This design comes from an exercise in tuning for small area, a short achievable clock period and few clock cycles per item on the open sky130 flow, not from production work. At most, simulation tests tie the RTL to the original design; equivalence was not proved. Power and IR drop assume default switching activity.

==> job 2131 <==
==> flow/design.v (excerpt) <==
module multiplication_top(a_in, b_in, result, clk, reset, start, ready);
    input [63:0] a_in, b_in;
    input clk, reset, start;
    output ready;
    output [128:0] result;
    reg rdy_q;
    reg [6:0] sel_q;              
    reg [57:0] hi_q;               
    reg [69:0] lo_q;               
    reg [64:0] s_q, c_q;           
    reg [13:0] sr_q, cr_q;          
    reg cb_q;                      
    reg [14:0] ach_q;              
    wire last = !rdy_q && sel_q[6];
    wire rdy_d = reset || (rdy_q ? !start : last);
    wire [14:0] ach0 = {a_in[13:0], 1'b0};
    wire [14:0] ach_d;
    assign ach_d = ({15{sel_q[1]}} & {a_in[27], a_in[26], a_in[25], a_in[24], a_in[23], a_in[22], a_in[21], a_in[20], a_in[19], a_in[18], a_in[17], a_in[16], a_in[15], a_in[14], a_in[13]})
        | ({15{sel_q[2]}} & {a_in[41], a_in[40], a_in[39], a_in[38], a_in[37], a_in[36], a_in[35], a_in[34], a_in[33], a_in[32], a_in[31], a_in[30], a_in[29], a_in[28], a_in[27]})
        | ({15{sel_q[3]}} & {a_in[55], a_in[54], a_in[53], a_in[52], a_in[51], a_in[50], a_in[49], a_in[48], a_in[47], a_in[46], a_in[45], a_in[44], a_in[43], a_in[42], a_in[41]})
        | ({15{sel_q[4]}} & {1'b0, 1'b0, 1'b0, 1'b0, 1'b0, 1'b0, a_in[63], a_in[62], a_in[61], a_in[60], a_in[59], a_in[58], a_in[57], a_in[56], a_in[55]});
    wire [14:0] ach = rdy_q ? ach0 : ach_q;
    wire [6:0] one, two, neg;
    genvar g;
    generate for (g = 0; g < 7; g = g + 1) begin : enc
        assign one[g] = ach[2*g+1] ^ ach[2*g];
  ...
clock: 4.0 ns
lec_check: 0
cap_margin: 20
core_margin: 2
core_utilization: 50
place_density: 0.65
slew_margin: 20
standard.sh (not shown) runs the stock make flow with config.mk's settings and CLKGATE_MAP_FILE= SYNTH_SCRIPT=/design/flow/synth_recipe.tcl, a recipe that flattens the netlist after the stock synthesis.
==> flow/flow/run.sh <==
#!/bin/bash
# The standard layout (standard.sh: standard synthesis, floorplan, place,
# CTS, route), except that the ports are buffered with plain sky130 buf_1
# cells instead of the delay buffers buffer_ports picks by default.
# make's full output goes to flow_make.log here; ORFS's per-step logs are
# under orfs/logs/.
set -euo pipefail
bash standard.sh "BUFFER_PORTS_ARGS=-buffer_cell sky130_fd_sc_hd__buf_1" finish > flow_make.log 2>&1
==> job 2108: changes against job 2131 <==
--- a/flow/design.v
+++ b/flow/design.v
@@ -8,27 +8,32 @@
     reg [57:0] hi_q;               
     reg [69:0] lo_q;               
     reg [64:0] s_q, c_q;           
     reg [13:0] sr_q, cr_q;          
     reg cb_q;                      
-    reg [14:0] ach_q;              
+    reg [6:0] one_q, two_q, neg_q;
     wire last = !rdy_q && sel_q[6];
     wire rdy_d = reset || (rdy_q ? !start : last);
     wire [14:0] ach0 = {a_in[13:0], 1'b0};
-    wire [14:0] ach_d;
-    assign ach_d = ({15{sel_q[1]}} & {a_in[27], a_in[26], a_in[25], a_in[24], a_in[23], a_in[22], a_in[21], a_in[20], a_in[19], a_in[18], a_in[17], a_in[16], a_in[15], a_in[14], a_in[13]})
+    wire [14:0] ach;
+    assign ach = ({15{sel_q[1]}} & {a_in[27], a_in[26], a_in[25], a_in[24], a_in[23], a_in[22], a_in[21], a_in[20], a_in[19], a_in[18], a_in[17], a_in[16], a_in[15], a_in[14], a_in[13]})
         | ({15{sel_q[2]}} & {a_in[41], a_in[40], a_in[39], a_in[38], a_in[37], a_in[36], a_in[35], a_in[34], a_in[33], a_in[32], a_in[31], a_in[30], a_in[29], a_in[28], a_in[27]})
         | ({15{sel_q[3]}} & {a_in[55], a_in[54], a_in[53], a_in[52], a_in[51], a_in[50], a_in[49], a_in[48], a_in[47], a_in[46], a_in[45], a_in[44], a_in[43], a_in[42], a_in[41]})
         | ({15{sel_q[4]}} & {1'b0, 1'b0, 1'b0, 1'b0, 1'b0, 1'b0, a_in[63], a_in[62], a_in[61], a_in[60], a_in[59], a_in[58], a_in[57], a_in[56], a_in[55]});
-    wire [14:0] ach = rdy_q ? ach0 : ach_q;
-    wire [6:0] one, two, neg;
+    wire [6:0] one0, two0, neg0, one_d, two_d, neg_d;
     genvar g;
     generate for (g = 0; g < 7; g = g + 1) begin : enc
-        assign one[g] = ach[2*g+1] ^ ach[2*g];
-        assign two[g] = (ach[2*g+2] & ~ach[2*g+1] & ~ach[2*g]) | (~ach[2*g+2] & ach[2*g+1] & ach[2*g]);
-        assign neg[g] = ach[2*g+2];
+        assign one0[g] = ach0[2*g+1] ^ ach0[2*g];
+        assign two0[g] = (ach0[2*g+2] & ~ach0[2*g+1] & ~ach0[2*g]) | (~ach0[2*g+2] & ach0[2*g+1] & ach0[2*g]);
+        assign neg0[g] = ach0[2*g+2];
+        assign one_d[g] = ach[2*g+1] ^ ach[2*g];
+        assign two_d[g] = (ach[2*g+2] & ~ach[2*g+1] & ~ach[2*g]) | (~ach[2*g+2] & ach[2*g+1] & ach[2*g]);
+        assign neg_d[g] = ach[2*g+2];
     end endgenerate
+    wire [6:0] one = rdy_q ? one0 : one_q;
+    wire [6:0] two = rdy_q ? two0 : two_q;
+    wire [6:0] neg = rdy_q ? neg0 : neg_q;
     wire [63:0] pp0 = ({64{one[0]}} & b_in | {64{two[0]}} & {b_in[62:0], 1'b0}) ^ {64{neg[0]}};
     wire py0 = two[0] & b_in[63];
     wire px0 = py0 ^ neg[0];
     wire npx0 = ~px0;
     wire npy0 = ~py0;
@@ -1451,11 +1456,13 @@
     wire [71:0] fres = fp + fq;
     wire cb_d = fres[14] ^ fp[14] ^ fq[14];
     always @(posedge clk) begin
         rdy_q <= rdy_d;
         sel_q <= rdy_d ? 7'd2 : {sel_q[5:0], 1'b0};
-        ach_q <= ach_d;
+        one_q <= one_d;
+        two_q <= two_d;
+        neg_q <= neg_d;
         s_q <= ts[78:14];
         c_q <= tc[78:14];
         sr_q <= ts[13:0];
         cr_q <= tc[13:0];
         cb_q <= rdy_q ? 1'b0 : cb_d;
--- a/flow/config.mk
+++ b/flow/config.mk
@@ -5,8 +5,7 @@
 export SDC_FILE = /design/flow/constraint.sdc
 export NUM_CORES = 4
 export LEC_CHECK = 0
 export CAP_MARGIN = 20
 export CORE_MARGIN = 2
-export CORE_UTILIZATION = 50
-export PLACE_DENSITY = 0.65
+export CORE_UTILIZATION = 40
 export SLEW_MARGIN = 20
==> comparison table <==
	job 2131	job 2108
Multiplexer fraction of the synthesized cell area	1.11%	1.30%
Synthesized area per cell	8.09 um2	10.5 um2
Max-slew headroom at the worst pin	37.1%	29.3%
Part of the Yosys area used for sequential elements	20.8%	23.9%
Total power per unit cell area	835 mW/mm2	982 mW/mm2
Post-synthesis cell count	4419	3022
Synthesized cell area	0.0358 mm2	0.0316 mm2
Maximum vdd ir drop	0.483 mV	0.620 mV
Number of global-route vias before repair	32700	25100
Outcome	finished with violations	complete, no violations
Violated checks	negative setup slack	-
Clock sinks	307	313
R2R depth	15	12
Register share of total power	17.9%	16.8%
Number of tap cells added at floorplan	950	1050
Final critical-path share of the clock period	102%	97.2%
Met3 Wirelength	20900 um	10100 um
No functional check of the RTL was part of any run of this note.


==> 07-15 <==
Another version of the RTL of multiplication_top (not shown whole).
==> flow/design.v (excerpt) <==
module multiplication_top(a_in, b_in, result, clk, reset, start, ready);
    input [63:0] a_in, b_in;
    input clk, reset, start;
    output ready;
    output [128:0] result;
    reg rdy_q;
    reg [2:0] cnt_q;
    reg [4:0] sel_q;              
    reg [57:0] hi_q;               
    reg [69:0] lo_q;               
    reg [64:0] s_q, c_q;           
    reg [13:0] sr_q, cr_q;          
    reg [6:0] nr_q;               
    reg ca_q, cb_q;                
    reg [6:0] one_q, two_q, neg_q;
    wire last = !rdy_q && cnt_q == 3'd5;
    wire rdy_d = reset || (rdy_q ? !start : last);
    wire run = !reset && (rdy_q ? start : !last);
    wire [14:0] ach0 = {a_in[13:0], 1'b0};
    wire [14:0] ach;
    assign ach = ({15{sel_q[1]}} & {a_in[27], a_in[26], a_in[25], a_in[24], a_in[23], a_in[22], a_in[21], a_in[20], a_in[19], a_in[18], a_in[17], a_in[16], a_in[15], a_in[14], a_in[13]})
        | ({15{sel_q[2]}} & {a_in[41], a_in[40], a_in[39], a_in[38], a_in[37], a_in[36], a_in[35], a_in[34], a_in[33], a_in[32], a_in[31], a_in[30], a_in[29], a_in[28], a_in[27]})
        | ({15{sel_q[3]}} & {a_in[55], a_in[54], a_in[53], a_in[52], a_in[51], a_in[50], a_in[49], a_in[48], a_in[47], a_in[46], a_in[45], a_in[44], a_in[43], a_in[42], a_in[41]})
        | ({15{sel_q[4]}} & {1'b0, 1'b0, 1'b0, 1'b0, 1'b0, 1'b0, a_in[63], a_in[62], a_in[61], a_in[60], a_in[59], a_in[58], a_in[57], a_in[56], a_in[55]});
    wire [6:0] one0, two0, neg0, one_d, two_d, neg_d;
    genvar g;
    generate for (g = 0; g < 7; g = g + 1) begin : enc
        assign one0[g] = ach0[2*g+1] ^ ach0[2*g];
        assign two0[g] = (ach0[2*g+2] & ~ach0[2*g+1] & ~ach0[2*g]) | (~ach0[2*g+2] & ach0[2*g+1] & ach0[2*g]);
        assign neg0[g] = ach0[2*g+2];
        assign one_d[g] = ach[2*g+1] ^ ach[2*g];
  ...
export LEC_CHECK = 0
export CAP_MARGIN = 20
export CORE_MARGIN = 2
export CORE_UTILIZATION = 40
export SLEW_MARGIN = 20
create_clock -name core_clock -period 4.0 [get_ports {clk}]
run.sh (not shown) runs the stock make flow with config.mk's settings and CLKGATE_MAP_FILE= SYNTH_SCRIPT=/design/flow/synth_recipe.tcl, a recipe that flattens the netlist after the stock synthesis.
Stock flow here: none of the scripts above is used.
==> inputs of 03-13, as changes to 07-15 <==
--- a/flow/design.v
+++ b/flow/design.v
@@ -1446,21 +1446,18 @@
     assign {fc910, fs909} = npy5 + pp6[63] + hc760;
     assign {hc912, hs911} = pz5 + npx6;
     wire [78:0] ts = {pz6, hc912, fc910, fc908, fc906, fc904, fc902, fc900, fc898, fc896, fc894, fc892, fc890, fc888, fc886, fc884, fc882, fc880, fc878, fc876, fc874, fc872, fc870, fc868, fc866, fc864, fc862, fc860, fc858, fc856, fc854, fc852, fc850, fc848, fc846, fc844, fc842, fc840, fc838, fc836, fc834, fc832, fc830, fc828, fc826, fc824, fc822, fc820, fc818, fc816, fc814, fc812, fc810, fc808, fc806, fc804, fc802, fc800, fc798, fc796, fc794, fc792, fc790, fc788, fc786, fc784, fc782, fc780, fc778, fc776, fc774, fc772, fc770, fc768, fc766, fc764, hc762, hs761, fs1};
     wire [78:0] tc = {1'b0, npy6, hs911, fs909, fs907, fs905, fs903, fs901, fs899, fs897, fs895, fs893, fs891, fs889, fs887, fs885, fs883, fs881, fs879, fs877, fs875, fs873, fs871, fs869, fs867, fs865, fs863, fs861, fs859, fs857, fs855, fs853, fs851, fs849, fs847, fs845, fs843, fs841, fs839, fs837, fs835, fs833, fs831, fs829, fs827, fs825, fs823, fs821, fs819, fs817, fs815, fs813, fs811, fs809, fs807, fs805, fs803, fs801, fs799, fs797, fs795, fs793, fs791, fs789, fs787, fs785, fs783, fs781, fs779, fs777, fs775, fs773, fs771, fs769, fs767, fs765, fs763, fc2, 1'b0};
     wire [71:0] fp = {s_q[57:0], sr_q};
     wire [71:0] fq = {c_q[57:0], cr_q[13:1], ca_q};
     wire [71:0] fr = {58'd0, 1'b0, nr_q[6], 1'b0, nr_q[5], 1'b0, nr_q[4], 1'b0, nr_q[3], 1'b0, nr_q[2], 1'b0, nr_q[1], 1'b0, nr_q[0]};
-    wire [71:0] fsum, fcar;
-    generate for (g = 0; g < 72; g = g + 1) begin : csa
-        assign {fcar[g], fsum[g]} = fp[g] + fq[g] + fr[g];
-    end endgenerate
-    wire [71:0] fres = fsum + {fcar[70:0], 1'b0} + {71'd0, cb_q};
-    wire cb_d = fres[14] ^ fsum[14] ^ fcar[13];
-    wire ca_d = fcar[13];
+    wire [71:0] fres = fp + fq + fr + {71'd0, cb_q};
+    wire [15:0] lsum = fp[13:0] + fq[13:0] + fr[13:0] + {15'd0, cb_q};
+    wire ca_d = lsum[15];
+    wire cb_d = lsum[15] | lsum[14];
     always @(posedge clk) begin
         rdy_q <= rdy_d;
         cnt_q <= rdy_q ? 3'd1 : cnt_q + 3'd1;
         sel_q <= rdy_d ? 5'd2 : {sel_q[3:0], 1'b0};
         one_q <= one_d;
         two_q <= two_d;
         neg_q <= neg_d;
--- a/flow/config.mk
+++ b/flow/config.mk
@@ -4,8 +4,9 @@
 export VERILOG_FILES = /design/flow/design.v
 export SDC_FILE = /design/flow/constraint.sdc
 export NUM_CORES = 4
 export LEC_CHECK = 0
 export CAP_MARGIN = 20
 export CORE_MARGIN = 2
 export CORE_UTILIZATION = 40
+export SETUP_SLACK_MARGIN = 0.6
 export SLEW_MARGIN = 20
==> inputs of 04-19, as changes to 07-15 <==
--- a/flow/design.v
+++ b/flow/design.v
@@ -1446,21 +1446,18 @@
     assign {fc910, fs909} = npy5 + pp6[63] + hc760;
     assign {hc912, hs911} = pz5 + npx6;
     wire [78:0] ts = {pz6, hc912, fc910, fc908, fc906, fc904, fc902, fc900, fc898, fc896, fc894, fc892, fc890, fc888, fc886, fc884, fc882, fc880, fc878, fc876, fc874, fc872, fc870, fc868, fc866, fc864, fc862, fc860, fc858, fc856, fc854, fc852, fc850, fc848, fc846, fc844, fc842, fc840, fc838, fc836, fc834, fc832, fc830, fc828, fc826, fc824, fc822, fc820, fc818, fc816, fc814, fc812, fc810, fc808, fc806, fc804, fc802, fc800, fc798, fc796, fc794, fc792, fc790, fc788, fc786, fc784, fc782, fc780, fc778, fc776, fc774, fc772, fc770, fc768, fc766, fc764, hc762, hs761, fs1};
     wire [78:0] tc = {1'b0, npy6, hs911, fs909, fs907, fs905, fs903, fs901, fs899, fs897, fs895, fs893, fs891, fs889, fs887, fs885, fs883, fs881, fs879, fs877, fs875, fs873, fs871, fs869, fs867, fs865, fs863, fs861, fs859, fs857, fs855, fs853, fs851, fs849, fs847, fs845, fs843, fs841, fs839, fs837, fs835, fs833, fs831, fs829, fs827, fs825, fs823, fs821, fs819, fs817, fs815, fs813, fs811, fs809, fs807, fs805, fs803, fs801, fs799, fs797, fs795, fs793, fs791, fs789, fs787, fs785, fs783, fs781, fs779, fs777, fs775, fs773, fs771, fs769, fs767, fs765, fs763, fc2, 1'b0};
     wire [71:0] fp = {s_q[57:0], sr_q};
     wire [71:0] fq = {c_q[57:0], cr_q[13:1], ca_q};
     wire [71:0] fr = {58'd0, 1'b0, nr_q[6], 1'b0, nr_q[5], 1'b0, nr_q[4], 1'b0, nr_q[3], 1'b0, nr_q[2], 1'b0, nr_q[1], 1'b0, nr_q[0]};
-    wire [71:0] fsum, fcar;
-    generate for (g = 0; g < 72; g = g + 1) begin : csa
-        assign {fcar[g], fsum[g]} = fp[g] + fq[g] + fr[g];
-    end endgenerate
-    wire [71:0] fres = fsum + {fcar[70:0], 1'b0} + {71'd0, cb_q};
-    wire cb_d = fres[14] ^ fsum[14] ^ fcar[13];
-    wire ca_d = fcar[13];
+    wire [71:0] fres = fp + fq + fr + {71'd0, cb_q};
+    wire [15:0] lsum = fp[13:0] + fq[13:0] + fr[13:0] + {15'd0, cb_q};
+    wire ca_d = lsum[15];
+    wire cb_d = lsum[15] | lsum[14];
     always @(posedge clk) begin
         rdy_q <= rdy_d;
         cnt_q <= rdy_q ? 3'd1 : cnt_q + 3'd1;
         sel_q <= rdy_d ? 5'd2 : {sel_q[3:0], 1'b0};
         one_q <= one_d;
         two_q <= two_d;
         neg_q <= neg_d;
==> flow/flow/run.sh (new file) <==
#!/bin/bash
# The standard layout (standard.sh: standard synthesis, floorplan, place,
# CTS, route), except that the ports are buffered with plain sky130 buf_1
# cells instead of the delay buffers buffer_ports picks by default.
# make's full output goes to flow_make.log here; ORFS's per-step logs are
# under orfs/logs/.
set -euo pipefail
bash standard.sh "BUFFER_PORTS_ARGS=-buffer_cell sky130_fd_sc_hd__buf_1" finish > flow_make.log 2>&1
==> flow/standard.sh (new file) <==
#!/bin/bash
# synth_recipe.tcl (not shown) runs the flow's synth.tcl, then flattens the netlist and writes it again
# the make line also repeats each setting of config.mk as NAME=value (left out here)
make -C /OpenROAD-flow-scripts/flow DESIGN_CONFIG=/design/flow/config.mk WORK_HOME=/design/flow/orfs CLKGATE_MAP_FILE= SYNTH_SCRIPT=/design/flow/synth_recipe.tcl "${@:-finish}"
removed: flow/run.sh
==> comparison table <==
metric	03-13	07-15	04-19
Number of post-CTS setup repair buffers	59	11	0
Met1 Usage GRT	35.9%	34.9%	34.5%
Run status	no timing/DRC/antenna violations	no timing/DRC/antenna violations	no timing/DRC/antenna violations
Largest net degree at the start of global routing	82	73	77
Instance count on the critical path	15	12	13
Final HPWL from detailed placement	82,200 µm	86,000 µm	81,300 µm
Fraction of area in multi-input gates	56.4%	55.6%	60.6%
Share of the synthesized netlist area taken by xor and xnor gates	14.3%	14.4%	14.3%
Area of the mapped netlist	32,500 µm²	32,400 µm²	32,500 µm²
Utilization after layout	55.8%	52.9%	48.3%
Proportion of cell area spent on the clock network	2.91%	3.38%	3.78%
Multiplexer fraction of the synthesized cell area	0.250%	0.282%	0.250%
Total power	0.0350 W	0.0334 W	0.0327 W
Time the final worst path needs with I/O delays and setup	3.81 ns	3.96 ns	3.89 ns
Multi-input combinational cell area	25,400 µm²	23,600 µm²	23,500 µm²
Overall global routing resource usage	26.7%	26.2%	25.2%
Combinational power	0.0262 W	0.0242 W	0.0236 W
Fraction of the mapped netlist area in simple logic gates	5.83%	5.56%	5.83%
Layout fillers	6,723	7,058	7,395
Register area	7740 µm²	7730 µm²	7730 µm²
Reg-to-reg slack, setup	0.19 ns	0.04 ns	0.11 ns
Comb_multi_in	2,310	2,299	2,310
Largest incremental delay on the critical path	0.56 ns	0.53 ns	0.59 ns
Share of total power in the clock network	10.6%	11.9%	12.3%
# placed instances	4,496	4,514	4,433
Detailed router's first-iteration violation count	2,870	2,847	2,763
Synth-to-layout area growth	38.3%	31.1%	19.6%
Testbench counts of 03-13, summed over its fixed seeds: cycles 9,608, items 1,600.
Testbench counts of 04-19, summed over its fixed seeds: cycles 9,608, items 1,600.
For 07-15, only the layout was checked, not whether the RTL still works.

[port drivers added, routing unchanged]
No port has a modelled driver above. Below, the same layouts with a new extraction and two added sets of constraints.
Step 1: set_driving_cell puts a clkbuf_16 on clk and a buf_2 on each other input, an assumption about the parent block.
Step 2 adds t to the input delays and takes it off the output delays; t is the mean of the earliest and latest rising clock arrival at the registers after step 1. Input paths then give back, and output paths get back, about the clock's delay inside the block.
a / b / c = ideal ports / drivers / drivers and shift; a / b = the first two.
run | shift t [ns] | setup slack, ns | hold slack, ns | worst setup path at the end | pins driven straight from the clock port
job 2131 | 0.645 | -0.076 / -0.076 / -0.494 | 0.419 / 0.372 / 0.425 | input to register | 1
job 2108 | 0.648 | 0.111 / 0.139 / -0.494 | 0.423 / 0.423 / 0.423 | input to register | 1
07-15 | 0.641 | 0.038 / 0.038 / -0.506 | 0.420 / 0.420 / 0.420 | input to register | 1
03-13 | 0.655 | 0.195 / 0.195 / -0.421 | 0.407 / 0.407 / 0.407 | input to register | 1
04-19 | 0.647 | 0.109 / 0.109 / -0.471 | 0.409 / 0.409 / 0.409 | input to register | 1
With both steps, setup timing fails in job 2108, 07-15, 03-13 and 04-19, where it was met with ideal ports. The setup slack of 03-13, which loses most, moves by 0.000 ns with the drivers and by -0.616 ns with both steps.
